Context: an optimization exercise on an open-source flow, tuned for small area. The choices shown serve that exercise and are no tape-out recipe.
The RTL was checked by simulation tests, not by an equivalence proof against the original design.
No activity file was given, so power comes from the tool's default toggle rates.

==> inputs of run a <==
==> flow/design.v <==
module sin_cos (
  input Clk,
  input rst,
  output reg [3:0] sin_phase,
  output reg signed [7:0] data_cos,
  output fill_done);
    reg [4:0] cos_phase;
    always @(posedge Clk) begin
        if (rst) sin_phase <= 4'd0;
        else case (sin_phase)
            4'd0: sin_phase <= 4'd1;
            4'd1: sin_phase <= 4'd2;
            4'd2: sin_phase <= 4'd3;
            4'd3: sin_phase <= 4'd4;
            4'd4: sin_phase <= 4'd5;
            4'd5: sin_phase <= 4'd6;
            4'd6: sin_phase <= 4'd7;
            4'd7: sin_phase <= 4'd8;
            4'd8: sin_phase <= 4'd9;
            4'd9: sin_phase <= 4'd10;
            4'd10: sin_phase <= 4'd11;
            4'd11: sin_phase <= 4'd12;
            4'd12: sin_phase <= 4'd13;
            4'd13: sin_phase <= 4'd14;
            4'd14: sin_phase <= 4'd1;
            default: sin_phase <= 4'd0;
        endcase
    end
    always @(posedge Clk) begin
        if (rst) cos_phase <= 5'd0;
        else case (cos_phase)
            5'd0: cos_phase <= 5'd1;
            5'd1: cos_phase <= 5'd2;
            5'd2: cos_phase <= 5'd3;
            5'd3: cos_phase <= 5'd4;
            5'd4: cos_phase <= 5'd5;
            5'd5: cos_phase <= 5'd6;
            5'd6: cos_phase <= 5'd7;
            5'd7: cos_phase <= 5'd8;
            5'd8: cos_phase <= 5'd9;
            5'd9: cos_phase <= 5'd10;
            5'd10: cos_phase <= 5'd11;
            5'd11: cos_phase <= 5'd12;
            5'd12: cos_phase <= 5'd13;
            5'd13: cos_phase <= 5'd14;
            5'd14: cos_phase <= 5'd15;
            5'd15: cos_phase <= 5'd16;
            5'd16: cos_phase <= 5'd17;
            5'd17: cos_phase <= 5'd18;
            5'd18: cos_phase <= 5'd9;
            default: cos_phase <= 5'd0;
        endcase
    end
    assign fill_done = (sin_phase == 4'd7) && (cos_phase == 5'd13);
    always @(*) begin
        case (cos_phase)
            5'd0: data_cos = 8'sd0;
            5'd1: data_cos = 8'sd63;
            5'd2: data_cos = 8'sd51;
            5'd3: data_cos = 8'sd17;
            5'd4: data_cos = -8'sd22;
            5'd5: data_cos = -8'sd54;
            5'd6: data_cos = -8'sd63;
            5'd7: data_cos = -8'sd47;
            5'd8: data_cos = -8'sd12;
            5'd9: data_cos = 8'sd0;
            5'd10: data_cos = 8'sd38;
            5'd11: data_cos = 8'sd61;
            5'd12: data_cos = 8'sd59;
            5'd13: data_cos = 8'sd33;
            5'd14: data_cos = -8'sd5;
            5'd15: data_cos = -8'sd42;
            5'd16: data_cos = -8'sd62;
            5'd17: data_cos = -8'sd57;
            5'd18: data_cos = -8'sd29;
            default: data_cos = 8'sd0;
        endcase
    end
endmodule
module pam_mixer(
  input [1:0] data_in,
  input [3:0] sin_phase,
  output reg signed [7:0] signal_out
);
  always @(*) begin
    case ({sin_phase, data_in})
      6'd0: signal_out = 8'sd0;
      6'd1: signal_out = 8'sd0;
      6'd2: signal_out = 8'sd0;
      6'd3: signal_out = 8'sd0;
      6'd4: signal_out = 8'sd0;
      6'd5: signal_out = 8'sd0;
      6'd6: signal_out = 8'sd0;
      6'd7: signal_out = 8'sd0;
      6'd8: signal_out = 8'sd0;
      6'd9: signal_out = 8'sd14;
      6'd10: signal_out = 8'sd28;
      6'd11: signal_out = 8'sd42;
      6'd12: signal_out = 8'sd0;
      6'd13: signal_out = 8'sd25;
      6'd14: signal_out = 8'sd50;
      6'd15: signal_out = 8'sd75;
      6'd16: signal_out = 8'sd0;
      6'd17: signal_out = 8'sd31;
      6'd18: signal_out = 8'sd62;
      6'd19: signal_out = 8'sd93;
      6'd20: signal_out = 8'sd0;
      6'd21: signal_out = 8'sd31;
      6'd22: signal_out = 8'sd62;
      6'd23: signal_out = 8'sd93;
      6'd24: signal_out = 8'sd0;
      6'd25: signal_out = 8'sd24;
      6'd26: signal_out = 8'sd49;
      6'd27: signal_out = 8'sd73;
      6'd28: signal_out = 8'sd0;
      6'd29: signal_out = 8'sd13;
      6'd30: signal_out = 8'sd26;
      6'd31: signal_out = 8'sd39;
      6'd32: signal_out = 8'sd0;
      6'd33: signal_out = -8'sd1;
      6'd34: signal_out = -8'sd2;
      6'd35: signal_out = -8'sd3;
      6'd36: signal_out = 8'sd0;
      6'd37: signal_out = -8'sd15;
      6'd38: signal_out = -8'sd30;
      6'd39: signal_out = -8'sd45;
      6'd40: signal_out = 8'sd0;
      6'd41: signal_out = -8'sd26;
      6'd42: signal_out = -8'sd51;
      6'd43: signal_out = -8'sd77;
      6'd44: signal_out = 8'sd0;
      6'd45: signal_out = -8'sd32;
      6'd46: signal_out = -8'sd63;
      6'd47: signal_out = -8'sd95;
      6'd48: signal_out = 8'sd0;
      6'd49: signal_out = -8'sd31;
      6'd50: signal_out = -8'sd61;
      6'd51: signal_out = -8'sd92;
      6'd52: signal_out = 8'sd0;
      6'd53: signal_out = -8'sd24;
      6'd54: signal_out = -8'sd47;
      6'd55: signal_out = -8'sd71;
      6'd56: signal_out = 8'sd0;
      6'd57: signal_out = -8'sd12;
      6'd58: signal_out = -8'sd23;
      6'd59: signal_out = -8'sd35;
      default: signal_out = 8'sd0;
    endcase
  end
endmodule
module moving_avg_filt(
  input clk,
  input rst,
  input fill_done,
  input [6:0] signal_in,
  output reg [12:0] signal_sum
  );
  parameter N = 64;
  reg [7*N-1:0] queue;
  reg fill_en;
  wire [6:0] oldest = queue[7*N-1 -: 7];
  always @(posedge clk) begin
    queue <= {queue[7*N-8:0], ~signal_in};
  end
  always @(posedge clk) begin
    if (rst)
      fill_en <= 1'b0;
    else if (fill_done)
      fill_en <= 1'b1;
  end
  wire [6:0] a = signal_sum[6:0];
  wire [6:0] b = signal_in;
  wire [6:0] c = oldest | {7{~fill_en}};
  wire [6:0] ps = a ^ b ^ c;
  wire [7:1] pc = (a & b) | (c & (a ^ b));
  wire [7:0] k;
  wire [6:0] lo;
  assign k[0] = 1'b1;
  assign lo[0] = ps[0] ^ k[0];
  assign k[1] = ps[0] & k[0];
  genvar i;
  generate
    for (i = 1; i < 7; i = i + 1) begin : rip
      assign lo[i] = ps[i] ^ pc[i] ^ k[i];
      assign k[i+1] = (ps[i] & pc[i]) | (k[i] & (ps[i] ^ pc[i]));
    end
  endgenerate
  wire up = pc[7] & k[7];
  wire dn = ~(pc[7] | k[7]);
  wire [5:0] hi = signal_sum[12:7];
  wire [6:0] ones, zeros;
  assign ones[0] = 1'b1;
  assign zeros[0] = 1'b1;
  generate
    for (i = 0; i < 6; i = i + 1) begin : incdec
      assign ones[i+1] = ones[i] & hi[i];
      assign zeros[i+1] = zeros[i] & ~hi[i];
    end
  endgenerate
  wire [5:0] hi_next = hi ^ (({6{up}} & ones[5:0]) | ({6{dn}} & zeros[5:0]));
  always @(posedge clk) begin
    if (rst)
      signal_sum <= 13'd0;
    else
      signal_sum <= {hi_next, lo};
  end
endmodule
module qam_demodulator(
  input clk,
  input rst,
  input fill_done,
  input signed [7:0] input_signal,
  output reg [1:0] data_demod
  );
  wire [6:0] mod_value = input_signal[6:0] ^ {7{input_signal[7]}};
  wire [12:0] sum;
  reg [1:0] level;
  moving_avg_filt mov_avg(
    .clk(clk),
    .rst(rst),
    .fill_done(fill_done),
    .signal_in(mod_value),
    .signal_sum(sum)
    );
  wire [6:0] avg = sum[12:6];
  always @ ( posedge clk ) begin
    if (avg <= 9) level <= 2'd0;
    else if (avg <= 28) level <= 2'd1;
    else if (avg <= 47) level <= 2'd2;
    else level <= 2'd3;
    data_demod <= level;
  end
endmodule
module pam_modem (
  input clk,
  input rst,
  input [1:0] data_in,
  input signed [7:0] rx_in,
  output signed [7:0] tx_out,
  output signed [7:0] cos_out,
  output [1:0] rx_data
);
  wire [3:0] sin_phase;
  wire fill_done;
  sin_cos u_carrier (
    .Clk(clk),
    .rst(rst),
    .sin_phase(sin_phase),
    .data_cos(cos_out),
    .fill_done(fill_done)
  );
  pam_mixer u_mixer (
    .data_in(data_in),
    .sin_phase(sin_phase),
    .signal_out(tx_out)
  );
  qam_demodulator u_demod (
    .clk(clk),
    .rst(rst),
    .fill_done(fill_done),
    .input_signal(rx_in),
    .data_demod(rx_data)
  );
endmodule
==> flow/flow/run.sh <==
#!/bin/bash
# Layout flow: the standard flow (standard.sh) with these changes:
#  - synthesis: the standard synthesis script (synth_recipe.tcl), except that
#    ABC maps the logic with an area-oriented script (flow/area.abc: deep
#    AIG optimisation, then area-recovering mapping, no buffering or
#    upsizing), and Yosys's extract_fa is skipped (ABC maps the adders too);
#  - the port buffers are the smallest buffer (buf_1) instead of the
#    resizer's default choice (clkdlybuf4s50_1);
#  - clock tree synthesis uses clkbuf_8 sink clusters of up to 20 flip-flops
#    and inserts no dummy loads.
# Each tool's output goes to a log file in this folder (ORFS also keeps its
# per-step logs under orfs/logs/).
set -euo pipefail
work=$PWD
cat > my_synth.tcl <<EOT
proc abc {args} {
  set i [lsearch \$args -script]
  lset args [expr {\$i + 1}] $work/flow/area.abc
  yosys abc {*}\$args
}
proc extract_fa {args} {}
source $work/synth_recipe.tcl
EOT
sed "s#SYNTH_SCRIPT=[^ ]*#SYNTH_SCRIPT=$work/my_synth.tcl#" standard.sh > my_standard.sh
grep -q "SYNTH_SCRIPT=$work/my_synth.tcl" my_standard.sh
cat >> config.mk <<'EOC'
export BUFFER_PORTS_ARGS = -buffer_cell sky130_fd_sc_hd__buf_1
export CTS_ARGS = -sink_clustering_enable -repair_clock_nets -dont_use_dummy_load -buf_list sky130_fd_sc_hd__clkbuf_8 -sink_clustering_size 20 -sink_clustering_max_diameter 100 -root_buf sky130_fd_sc_hd__clkbuf_4 -tree_buf sky130_fd_sc_hd__clkbuf_4
EOC
bash my_standard.sh > flow_make.log 2>&1
==> flow/flow/area.abc <==
&get -n
&st
&deepsyn -T 10
&dch -f
&nf -R 1000
&put
topo
==> flow/standard.sh <==
#!/bin/bash
# synth_recipe.tcl (not shown) runs the flow's synth.tcl, then flattens the netlist and writes it again
# the make line also repeats each setting of config.mk as NAME=value (left out here)
make -C /OpenROAD-flow-scripts/flow DESIGN_CONFIG=/design/flow/config.mk WORK_HOME=/design/flow/orfs CLKGATE_MAP_FILE= SYNTH_SCRIPT=/design/flow/synth_recipe.tcl "${@:-finish}"
==> flow/config.mk <==
export PLATFORM = sky130hd
export DESIGN_NAME = pam_modem
export DESIGN_NICKNAME = pam_modem
export VERILOG_FILES = /design/flow/design.v
export SDC_FILE = /design/flow/constraint.sdc
export NUM_CORES = 4
export LEC_CHECK = 0
export CAP_MARGIN = 20
export CORE_MARGIN = 2
export CORE_UTILIZATION = 40
export SLEW_MARGIN = 20
export BUFFER_PORTS_ARGS = -buffer_cell sky130_fd_sc_hd__buf_1
export CTS_ARGS = -sink_clustering_enable -repair_clock_nets -dont_use_dummy_load -buf_list sky130_fd_sc_hd__clkbuf_8 -sink_clustering_size 20 -sink_clustering_max_diameter 100 -root_buf sky130_fd_sc_hd__clkbuf_4 -tree_buf sky130_fd_sc_hd__clkbuf_4
==> flow/constraint.sdc <==
create_clock -name core_clock -period 10.0 [get_ports {clk}]
set_input_delay 2.0000 -clock core_clock [delete_from_list [all_inputs] [get_ports {clk}]]
set_output_delay 2.0000 -clock core_clock [all_outputs]
set_load 0.01 [all_outputs]
==> run b (differences from run a) <==
--- a/flow/design.v
+++ b/flow/design.v
@@ -52,5 +52,5 @@
         endcase
     end
-    assign fill_done = (sin_phase == 4'd7) && (cos_phase == 5'd13);
+    assign fill_done = sin_phase[0] & sin_phase[1] & sin_phase[2] & ~cos_phase[1] & cos_phase[2];
     always @(*) begin
         case (cos_phase)
@@ -161,5 +161,5 @@
   wire [6:0] oldest = queue[7*N-1 -: 7];
   always @(posedge clk) begin
-    queue <= {queue[7*N-8:0], ~signal_in};
+    queue <= {queue[7*N-8:0], signal_in};
   end
   always @(posedge clk) begin
@@ -171,5 +171,5 @@
   wire [6:0] a = signal_sum[6:0];
   wire [6:0] b = signal_in;
-  wire [6:0] c = oldest | {7{~fill_en}};
+  wire [6:0] c = ~(oldest & {7{fill_en}});
   wire [6:0] ps = a ^ b ^ c;
   wire [7:1] pc = (a & b) | (c & (a ^ b));
==> flow/flow/run.sh (replaced) <==
#!/bin/bash
# Layout flow: the standard flow (standard.sh) with these changes:
#  - synthesis: the standard synthesis script (synth_recipe.tcl), except that
#    ABC maps the logic with each of the area-oriented scripts
#    flow/abc_*.abc (deep AIG optimisation, then area-oriented mapping, no
#    buffering or upsizing) and the smallest result is kept, and Yosys's
#    extract_fa is skipped (ABC maps the adders too);
#  - the port buffers are the smallest buffer (buf_1) instead of the
#    resizer's default choice (clkdlybuf4s50_1);
#  - clock tree synthesis uses clkbuf_8 sink clusters of up to 22 flip-flops,
#    clkbuf_4 above them, and inserts no dummy loads.
# Each tool's output goes to a log file in this folder (ORFS also keeps its
# per-step logs under orfs/logs/).
set -euo pipefail
work=$PWD
cat > my_synth.tcl <<EOT
# Map the logic with each area script in flow/abc_*.abc, from the same
# starting point, and keep the smallest result.
proc abc {args} {
  set i [lsearch \$args -script]
  yosys design -save pre_abc
  set best_area -1
  foreach script [lsort [glob $work/flow/abc_*.abc]] {
    yosys design -load pre_abc
    lset args [expr {\$i + 1}] \$script
    yosys abc {*}\$args
    set libargs {}
    foreach lib \$::env(LIB_FILES) { lappend libargs -liberty \$lib }
    set report [tee -q -s result.string stat {*}\$libargs]
    regexp {Chip area for module [^:]*: ([0-9.]+)} \$report -> area
    puts "abc script \$script: area \$area"
    if {\$best_area < 0 || \$area < \$best_area} {
      set best_area \$area
      yosys design -save best_abc
    }
  }
  yosys design -load best_abc
  puts "abc: kept area \$best_area"
}
proc extract_fa {args} {}
source $work/synth_recipe.tcl
EOT
sed "s#SYNTH_SCRIPT=[^ ]*#SYNTH_SCRIPT=$work/my_synth.tcl#" standard.sh > my_standard.sh
grep -q "SYNTH_SCRIPT=$work/my_synth.tcl" my_standard.sh
cat >> config.mk <<'EOC'
export BUFFER_PORTS_ARGS = -buffer_cell sky130_fd_sc_hd__buf_1
export CTS_ARGS = -sink_clustering_enable -repair_clock_nets -dont_use_dummy_load -buf_list sky130_fd_sc_hd__clkbuf_8 -sink_clustering_size 21 -sink_clustering_max_diameter 80 -root_buf sky130_fd_sc_hd__clkbuf_4 -tree_buf sky130_fd_sc_hd__clkbuf_4
EOC
bash my_standard.sh > flow_make.log 2>&1
==> flow/flow/abc_a.abc (new file) <==
&get -n
&st
&deepsyn -I 8 -J 50
&put
amap
topo
==> flow/flow/abc_b.abc (new file) <==
&get -n
&st
&deepsyn -I 8 -J 50
&put
dch -f
amap
topo
==> flow/flow/abc_c.abc (new file) <==
&get -n
&st
&deepsyn -I 8 -J 50
&dch -f
&nf -R 1000
&put
topo
==> flow/flow/abc_d.abc (new file) <==
&get -n
&st
&dch -f
&nf -R 1000
&put
topo
CTS_ARGS = -sink_clustering_enable -repair_clock_nets -dont_use_dummy_load -buf_list sky130_fd_sc_hd__clkbuf_8 -sink_clustering_size 21 -sink_clustering_max_diameter 80 -root_buf sky130_fd_sc_hd__clkbuf_4 -tree_buf sky130_fd_sc_hd__clkbuf_4   (was -sink_clustering_enable -repair_clock_nets -dont_use_dummy_load -buf_list sky130_fd_sc_hd__clkbuf_8 -sink_clustering_size 20 -sink_clustering_max_diameter 100 -root_buf sky130_fd_sc_hd__clkbuf_4 -tree_buf sky130_fd_sc_hd__clkbuf_4)
removed: flow/flow/area.abc
==> comparison table <==
Count of vias placed by the detailed router: run a 4487; run b 4625
Overall power after layout: run a 3.02 mW; run b 2.97 mW
Net switching share of the total power: run a 21.0%; run b 21.8%
Detail-routed via count per cell: run a 4.09; run b 4.15
Fin Hold WS: run a 0.281 ns; run b 0.315 ns
Cell with the largest stage delay on the worst path: run a sky130_fd_sc_hd__maj3_1; run b sky130_fd_sc_hd__or4_1
Fillers: run a 2414; run b 2287
Most used cell, CP: run a sky130_fd_sc_hd__xor2_1; run b sky130_fd_sc_hd__buf_1
Share of the synthesized area in compound gates (AO/OA/AOI/OAI): run a 2.81%; run b 5.60%
Delay contributed by the slowest stage of the critical path: run a 0.41 ns; run b 0.49 ns
Total routed wirelength: run a 11500 µm; run b 12500 µm
Crit path launch: run a rx_in[7]; run b data_in[1]
Result of the run: run a complete, no violations; run b complete, no violations
Weighted congestion reported at the end of routability-driven placement: run a 0.801; run b 0.844
Critical path capture point type: run a register; run b primary output
Signal buffers share of area: run a 0.992%; run b 1.00%
Share of the clock period used by the worst path after layout: run a 57.5%; run b 54.0%
Simple-gate share of the synthesized area: run a 5.47%; run b 4.61%
Antenna violations before repair: run a 1; run b 2
Clock skew after layout: run a 0.0616 ns; run b 0.0168 ns

==> port drivers added, routing unchanged <==
In the flow no input, the clock included, has a driving cell. The finished layouts below were timed again as built, in two steps. Step 1 (the two cells are an assumption about what drives the block):
set clk [get_ports {clk}]
set_driving_cell -lib_cell sky130_fd_sc_hd__clkbuf_16 $clk
set_driving_cell -lib_cell sky130_fd_sc_hd__buf_2 [delete_from_list [all_inputs] $clk]
Step 2 adds t to the input delays and takes it off the output delays; t is the mean of the earliest and latest rising clock arrival at the registers after step 1. Input paths then give back, and output paths get back, about the clock's delay inside the block. a / b / c = no drivers / after step 1 / after step 2; a / b = the first two.
run	t, ns	setup WS [ns]	clock arrival spread, ns	worst register clock-pin slew, ns	worst slew at a driven data input, ns
run a	0.723	4.253 / 4.267 / 3.544	0.069 / 0.068	0.12 / 0.12	0.03
run b	0.710	4.598 / 4.572 / 4.427	0.017 / 0.017	0.12 / 0.12	0.13
After both steps setup and hold are still met in every run listed. For run a, which loses most, drivers alone change the setup slack by +0.014 ns; drivers and shift together by -0.709 ns.
